This design comes from an exercise in tuning for small area and a short achievable clock period on the open sky130 flow, not from production work.
At most, simulation tests tie the RTL to the original design; equivalence was not proved.
Function not checked in run 2: the RTL went through the layout flow alone.

==> flow/design.v (outline; a module is shown in full before it is edited, if it fits) <==
// module IEEE754_Mult: 1111 lines
// module fa: 4 lines
module IEEE754_Mult
(
	input clock,
	input resetn,
	input [31:0] a,
	input [31:0] b,
	output [31:0] y
);
  // ...
==> flow/flow/run.sh <==
#!/bin/bash
set -euo pipefail
bash standard.sh SETUP_SLACK_MARGIN=6.6 TNS_END_PERCENT=2 "BUFFER_PORTS_ARGS=-buffer_cell sky130_fd_sc_hd__buf_2"  finish > standard.log 2>&1
==> flow/standard.sh <==
#!/bin/bash
# synth_recipe.tcl (not shown) runs the flow's synth.tcl, then flattens the netlist and writes it again
# the make line also repeats each setting of config.mk as NAME=value (left out here)
make -C /OpenROAD-flow-scripts/flow DESIGN_CONFIG=/design/flow/config.mk WORK_HOME=/design/flow/orfs CLKGATE_MAP_FILE= SYNTH_SCRIPT=/design/flow/synth_recipe.tcl "${@:-finish}"
==> flow/config.mk <==
export PLATFORM = sky130hd
export DESIGN_NAME = IEEE754_Mult
export DESIGN_NICKNAME = IEEE754_Mult
export VERILOG_FILES = /design/flow/design.v
export SDC_FILE = /design/flow/constraint.sdc
export NUM_CORES = 4
export LEC_CHECK = 0
export CAP_MARGIN = 20
export CORE_MARGIN = 2
export CORE_UTILIZATION = 40
export CTS_BUF_LIST = sky130_fd_sc_hd__clkbuf_8 sky130_fd_sc_hd__clkbuf_16
export SETUP_SLACK_MARGIN = 5
export SLEW_MARGIN = 20
export SYNTH_HIERARCHICAL = 1
==> flow/constraint.sdc <==
create_clock -name core_clock -period 11.0 [get_ports {clock}]
set_input_delay 2.2000 -clock core_clock [delete_from_list [all_inputs] [get_ports {clock}]]
set_output_delay 2.2000 -clock core_clock [all_outputs]
set_load 0.01 [all_outputs]
==> results.toml, run 1 <==
[route]
firstDrtPassIters = 6
viasPerCell = 5.93
m1WireLength_mm = 21.4
vias = 12687

[global_route]
grt_overflow = 0
groute.usage.overall_pct = 24.6

[worst_setup_path]
path_class = "reg -> out"
cpPeakStageDelay_ps = 410
path_cells = "a211oi_4 > nor4_2 > nor2_2 > xor2_2 > buf_12 > buf_4 > or2_2 > a21oi_1 > buf_2"

[placement]
placed_area_sq_um = 17000

[logic_synthesis]
yosysWarnings = 7
yosysMostFrequentCell = "xnor2_1"
yosys.area_share.xor_xnor_pct = 18.0
synth-simple-area-share_pct = 6.09

[final_layout]
multi_input_area_sq_um = 13000
fin_cells = 2141
final_cell_mix = "296 x xnor2_1, 266 x a22oi_1, 262 x fa_1, 103 x dfxtp_1, 98 x buf_2"
syn2layout_area_growth_pct = 11.0

[clock_tree]
postCtsSetupBuffers = 7
clock_sinks = 112
cts_buffer_depth = 2
worstSkewPairLatency_ps = 380

[floorplanning]
io_pins = 98
nWellTaps = 525

[timing]
hold_viol = 0

[run_status]
status = "timing/DRC/antenna clean"
==> inputs of run 2 (changes only) <==
--- a/flow/design.v
+++ b/flow/design.v
@@ -1021,92 +1021,92 @@
 	wire lG974 = lG959 | (lT960 & lG952);
 	wire lG975 = lo_g[16] | (lo_t[16] & lG974);
 	wire lG976 = lG923 | (lT924 & lG974);
 	wire lG977 = lG943 | (lT944 & lG974);
 	wire lG978 = lG945 | (lT946 & lG974);
 	wire lG979 = lG961 | (lT962 & lG974);
 	wire lG980 = lG963 | (lT964 & lG974);
 	wire lG981 = lG965 | (lT966 & lG974);
-	wire [5:0] b0_s = {1'b0, c865, c863, c861, c859, c857} + {1'b0, s866, s864, s862, s860, s858};
-	wire [5:0] b1_s = {1'b0, c875, c873, c871, c869, c867} + {1'b0, s876, s874, s872, s870, s868};
-	wire [5:0] b2_s = {1'b0, c885, c883, c881, c879, c877} + {1'b0, s886, s884, s882, s880, s878};
-	wire [5:0] b3_s = {1'b0, c895, c893, c891, c889, c887} + {1'b0, s896, s894, s892, s890, s888};
-	wire [5:0] b4_s = {1'b0, c905, c903, c901, c899, c897} + {1'b0, s906, s904, s902, s900, s898};
+	wire [6:0] b0_s = {1'b0, c867, c865, c863, c861, c859, c857} + {1'b0, s868, s866, s864, s862, s860, s858};
+	wire [6:0] b1_s = {1'b0, c879, c877, c875, c873, c871, c869} + {1'b0, s880, s878, s876, s874, s872, s870};
+	wire [6:0] b2_s = {1'b0, c891, c889, c887, c885, c883, c881} + {1'b0, s892, s890, s888, s886, s884, s882};
+	wire [6:0] b3_s = {1'b0, c903, c901, c899, c897, c895, c893} + {1'b0, s904, s902, s900, s898, s896, s894};
+	wire [1:0] b4_s = {1'b0, c905} + {1'b0, s906};
 	reg        z2, s2;
 	reg [7:0]  e2;
 	reg c23;
-	reg [4:0] bs0;
+	reg [5:0] bs0;
 	reg bg0;
 	reg bp0;
-	reg [4:0] bs1;
+	reg [5:0] bs1;
 	reg bg1;
 	reg bp1;
-	reg [4:0] bs2;
+	reg [5:0] bs2;
 	reg bg2;
 	reg bp2;
-	reg [4:0] bs3;
+	reg [5:0] bs3;
 	reg bg3;
 	reg bp3;
-	reg [4:0] bs4;
+	reg [0:0] bs4;
 	always @(posedge clock) begin
 		z2 <= !resetn || z1;
 		s2 <= s1;
 		e2 <= e1;
 		c23 <= lG981;
-		bs0 <= b0_s[4:0];
-		bg0 <= b0_s[5];
-		bp0 <= &({c865, c863, c861, c859, c857} ^ {s866, s864, s862, s860, s858});
-		bs1 <= b1_s[4:0];
-		bg1 <= b1_s[5];
-		bp1 <= &({c875, c873, c871, c869, c867} ^ {s876, s874, s872, s870, s868});
-		bs2 <= b2_s[4:0];
-		bg2 <= b2_s[5];
-		bp2 <= &({c885, c883, c881, c879, c877} ^ {s886, s884, s882, s880, s878});
-		bs3 <= b3_s[4:0];
-		bg3 <= b3_s[5];
-		bp3 <= &({c895, c893, c891, c889, c887} ^ {s896, s894, s892, s890, s888});
-		bs4 <= b4_s[4:0];
+		bs0 <= b0_s[5:0];
+		bg0 <= b0_s[6];
+		bp0 <= &({c867, c865, c863, c861, c859, c857} ^ {s868, s866, s864, s862, s860, s858});
+		bs1 <= b1_s[5:0];
+		bg1 <= b1_s[6];
+		bp1 <= &({c879, c877, c875, c873, c871, c869} ^ {s880, s878, s876, s874, s872, s870});
+		bs2 <= b2_s[5:0];
+		bg2 <= b2_s[6];
+		bp2 <= &({c891, c889, c887, c885, c883, c881} ^ {s892, s890, s888, s886, s884, s882});
+		bs3 <= b3_s[5:0];
+		bg3 <= b3_s[6];
+		bp3 <= &({c903, c901, c899, c897, c895, c893} ^ {s904, s902, s900, s898, s896, s894});
+		bs4 <= b4_s[0:0];
 	end
 	wire cb0 = c23;
-	wire [4:0] bi0 = bs0 + 5'd1;
+	wire [5:0] bi0 = bs0 + 6'd1;
 	wire r0_0 = cb0 ? bi0[0] : bs0[0];
 	wire r0_1 = cb0 ? bi0[1] : bs0[1];
 	wire r0_2 = cb0 ? bi0[2] : bs0[2];
 	wire r0_3 = cb0 ? bi0[3] : bs0[3];
 	wire r0_4 = cb0 ? bi0[4] : bs0[4];
+	wire r0_5 = cb0 ? bi0[5] : bs0[5];
 	wire cb1 = bg0 | (cb0 & bp0);
-	wire [4:0] bi1 = bs1 + 5'd1;
+	wire [5:0] bi1 = bs1 + 6'd1;
 	wire r1_0 = cb1 ? bi1[0] : bs1[0];
 	wire r1_1 = cb1 ? bi1[1] : bs1[1];
 	wire r1_2 = cb1 ? bi1[2] : bs1[2];
 	wire r1_3 = cb1 ? bi1[3] : bs1[3];
 	wire r1_4 = cb1 ? bi1[4] : bs1[4];
+	wire r1_5 = cb1 ? bi1[5] : bs1[5];
 	wire cb2 = bg1 | (cb1 & bp1);
-	wire [4:0] bi2 = bs2 + 5'd1;
+	wire [5:0] bi2 = bs2 + 6'd1;
 	wire r2_0 = cb2 ? bi2[0] : bs2[0];
 	wire r2_1 = cb2 ? bi2[1] : bs2[1];
 	wire r2_2 = cb2 ? bi2[2] : bs2[2];
 	wire r2_3 = cb2 ? bi2[3] : bs2[3];
 	wire r2_4 = cb2 ? bi2[4] : bs2[4];
+	wire r2_5 = cb2 ? bi2[5] : bs2[5];
 	wire cb3 = bg2 | (cb2 & bp2);
-	wire [4:0] bi3 = bs3 + 5'd1;
+	wire [5:0] bi3 = bs3 + 6'd1;
 	wire r3_0 = cb3 ? bi3[0] : bs3[0];
 	wire r3_1 = cb3 ? bi3[1] : bs3[1];
 	wire r3_2 = cb3 ? bi3[2] : bs3[2];
 	wire r3_3 = cb3 ? bi3[3] : bs3[3];
 	wire r3_4 = cb3 ? bi3[4] : bs3[4];
+	wire r3_5 = cb3 ? bi3[5] : bs3[5];
 	wire cb4 = bg3 | (cb3 & bp3);
-	wire [4:0] bi4 = bs4 + 5'd1;
+	wire [0:0] bi4 = bs4 + 1'd1;
 	wire r4_0 = cb4 ? bi4[0] : bs4[0];
-	wire r4_1 = cb4 ? bi4[1] : bs4[1];
-	wire r4_2 = cb4 ? bi4[2] : bs4[2];
-	wire r4_3 = cb4 ? bi4[3] : bs4[3];
-	wire r4_4 = cb4 ? bi4[4] : bs4[4];
-	wire [24:0] m2 = {r4_4, r4_3, r4_2, r4_1, r4_0, r3_4, r3_3, r3_2, r3_1, r3_0, r2_4, r2_3, r2_2, r2_1, r2_0, r1_4, r1_3, r1_2, r1_1, r1_0, r0_4, r0_3, r0_2, r0_1, r0_0};
+	wire [24:0] m2 = {r4_0, r3_5, r3_4, r3_3, r3_2, r3_1, r3_0, r2_5, r2_4, r2_3, r2_2, r2_1, r2_0, r1_5, r1_4, r1_3, r1_2, r1_1, r1_0, r0_5, r0_4, r0_3, r0_2, r0_1, r0_0};
 	wire [7:0]  e2p1 = e2 + 8'd1;
 	wire        sh = m2[24] & ~z2;
 	wire        nsh = ~m2[24] & ~z2;
 	wire [7:0]  ey = ({8{sh}} & e2p1) | ({8{nsh}} & e2);
 	wire [22:0] my = ({23{sh}} & m2[23:1]) | ({23{nsh}} & m2[22:0]);
 	assign y = {s2 & ~z2, ey, my};
 endmodule
 module fa (input a, input b, input c, output s, output co);
==> flow/flow/run.sh (replaced) <==
#!/bin/bash
set -euo pipefail
bash standard.sh SETUP_SLACK_MARGIN=7 TNS_END_PERCENT=1 "BUFFER_PORTS_ARGS=-buffer_cell sky130_fd_sc_hd__buf_2"  finish > standard.log 2>&1
==> run 2 against run 1 <==
Compared with the run above: global-route usage is 0.38 points lower; setup slack better by 100 ps; clock skew is 14 ps higher; first-iteration DRC count is 12% higher; largest cell class unchanged.
==> results.toml, run 2 <==
[run_status]
status = "timing/DRC/antenna clean"

[worst_setup_path]
path_class = "reg -> out"
cp.depth = 6
critPathLaunchType = "flop"
cpPeakStageDelay_ps = 420
path_cells = "nand3_2 > and4_2 > or3_4 > mux4_2 > o311a_1 > buf_2"
cp.required_ps = 8800
r2r-end = "bg0"
crit_fanout = 7
r2r_setup_slack_ps = 6560
critPathTopFamily = "simple AND/OR/NAND/NOR gates"
endpoint = "y[1]"
crit_start = "c23"
arrival_ps = 2260
path_buf_inv = 1
slowest_stage = "or3_4"
end_kind = "primary output"
r2r_cells = 16
rr_startpoint = "one[3]"

[timing]
fin_setup_tns_ps = 0
skew_ps = 31.6
slew_violations = 0
fin_crit_sh_pct = 40.5
hold_viol = 0
relSlewSlack_pct = 63.9
rsz0062_at_grt = "true"
fmax_ghz = 0.224
worst-slew-pin-transition_ps = 536
fin_crit_ps = 4460
finalSetupViolations = 0
fin_hold_ws_ps = 323

[logic_synthesis]
synth_ff_type = "dfxtp_1"
yosysWarnings = 7
synth.distinct_cells = 54
synth_top_family_by_area = "adder cells"
yosys-top-cells-area = "fa_1 33%, xnor2_1 17%, dfxtp_1 14%, a22oi_1 12%, ha_1 5.7%"
async_flop_share_pct = 0
synth_top_area_share_pct = 32.9
synthTopCellsByCount = "302 x xnor2_1, 263 x a22oi_1, 261 x fa_1"
yosys.area_share.xor_xnor_pct = 18.4
synth_nets = 1960
synth_edf_count = 0
syn_area_sq_um = 15900
synth_seq_cells = 112
synth_mux_area_share_pct = 0.331
synth_compound_area_share_pct = 17.7
postSynthAreaPerCell_sq_um = 10.2
synth_top_cell_by_area = "fa_1"
ys_seq_area_share_pct = 14.1
synthCells = 1561
synth-simple-area-share_pct = 5.25
synth_fa_ha_area_share_pct = 38.9
yosysMostFrequentCell = "xnor2_1"

[floorplanning]
fp.dieW_microns = 203
num_rows = 73
chipHeight_microns = 203
io_pins = 98
die_area_sq_um = 41300
fp.coreArea_sq_um = 39500
start_util_pct = 40.3

[route]
vias = 12885
dr.first_iter.drc_count = 1396
routed_wl_mm = 52.5
firstDrtPassIters = 5
drc = 0
drtAntennaViolNets = 0
viasPerCell = 6.01
drt-wirelength-per-cell_microns = 24.5

[global_route]
grt_overflow = 0
groute.usage.overall_pct = 24.2
grt_max_degree = 31
grt_pass1_wl_mm = 77.2
grt_pass1_vias = 13283
antenna_found_initial = 0

[clock_tree]
clockRootBuffer = "clkbuf_16"
cts_tree = "done"
worstSkewPairLatency_ps = 390
ctsHoldBuffers = 0
cts-buffers-inserted = 9
cts_buffer_depth = 2
h-tree-depth = 3
clk_pin_slew_ps = 110
clock_sinks = 112

[worst_hold_path]
holdCritPathClass = "reg -> reg"
whs_path_depth = 0

[final_layout]
largest_reg_flops = 23
top_register = "ma"
finalNetCount = 2013
final_cell_mix = "297 x xnor2_1, 236 x fa_1, 228 x a22oi_1, 97 x buf_2, 83 x dfxtp_1"
multi_input_area_sq_um = 13200
layout_commonest_cell = "xnor2_1"
register_area_sq_um = 2340
layout-drive-gt1-share_pct = 20.1
syn2layout_area_growth_pct = 17.2
diodes = 0
reg_top3 = "ma x23, one x12, two x12"
fillers = 3678

[placement]
gp_congestion = 0.877
portBuffers = 97
dp_hpwl_mm = 32.5

[job]
drv_cap = 0
-- run 2: area by class of cell --
| cell class | instances | area share, % |
|---|---|---|
| multi-input combinational | 1228 | 70.8 |
| sequential | 112 | 12.5 |
| timing repair buffer | 189 | 9.99 |
| tap | 525 | 3.53 |
| inverter | 74 | 1.49 |
| clock buffer | 9 | 1.21 |
| clock inverter | 7 | 0.416 |
-- run 2: modules after synthesis, one instance, submodules excluded --
module	cell area, sq um	cells	copies in the design	flip-flops and latches
IEEE754_Mult	10800	1305	1	112
fa	20.0	1	256	0
-- run 2: per-stage QoR --
| step | worst slack [ps] | cell area [sq um] | cells | util (%) |
|---|---|---|---|---|
| finish | 6540 | 18600 | 2144 | 47.2 |
| global route | 6440 | 18600 | 2144 | 47.2 |
| CTS | 6510 | 17700 | 2112 | 44.9 |
| detailed placement | 5880 | 17000 | 2081 | 43.2 |
| global placement | 5940 | 17000 | 2081 | 43.2 |
| floorplan | 6780 | 16600 | 1561 | - |
-- run 2: worst min-delay path by stage --
stage	from	end	slack [ps]
2_1_floorplan	e1[0]	e2[0]	310
3_3_place_gp	e1[1]	e2[1]	310
3_5_place_dp	e1[5]	e2[5]	310
4_1_cts	e1[0]	e2[0]	330
5_1_grt	e1[0]	e2[0]	330
6_report	e1[0]	e2[0]	320
-- run 2: repair_timing --
action,4_1_cts,5_1_grt
buffers inserted,12,19
cloned,3,13
setup endpoints to repair,61,56
endpoints found under the hold margin,0,0
pin swaps,2,15
resized for setup,72,104
-- run 2: cell families after synthesis --
| kind of cell | count (synthesis) |
|---|---|
| compound gates | 391 |
| xor+xnor | 334 |
| simple gates | 159 |
| fa+ha+maj | 338 |
| buf+inv | 223 |
| flops | 112 |
| mux | 4 |
-- run 2: per-layer routing --
| layer | vias to the layer above | track usage [%] | share of wire, % |
|---|---|---|---|
| li1 | 5500 | - | - |
| met2 | 720 | 38.4 | 47 |
| met3 | 97 | 4.31 | 9.0 |
| met5 | - | 0 | 0 |
| met1 | 6568 | 34.0 | 42 |
| met4 | 0 | 6.73 | 2.3 |

## what the ideal ports hide
The results above use ideal ports. As a check the final layouts listed here were re-extracted and re-timed, cells and wires unchanged. Step 1 assumes that a clkbuf_16 drives the clock port and a buf_2 every other input. Step 2 moves the port delays by t, midway between the first and last clock arrival at a register: inputs arrive t later, outputs are due t later. That takes back most of the time a late clock gives input paths. a / b / c = no drivers / after step 1 / after step 2; a / b = the first two.
run	shift t [ns]	setup WS [ns]	clock arrival spread, ns
run 1	0.412	6.437 / 6.394 / 6.475	0.019 / 0.019
run 2	0.428	6.541 / 6.489 / 6.559	0.031 / 0.032
After both steps setup and hold are still met in every run listed.
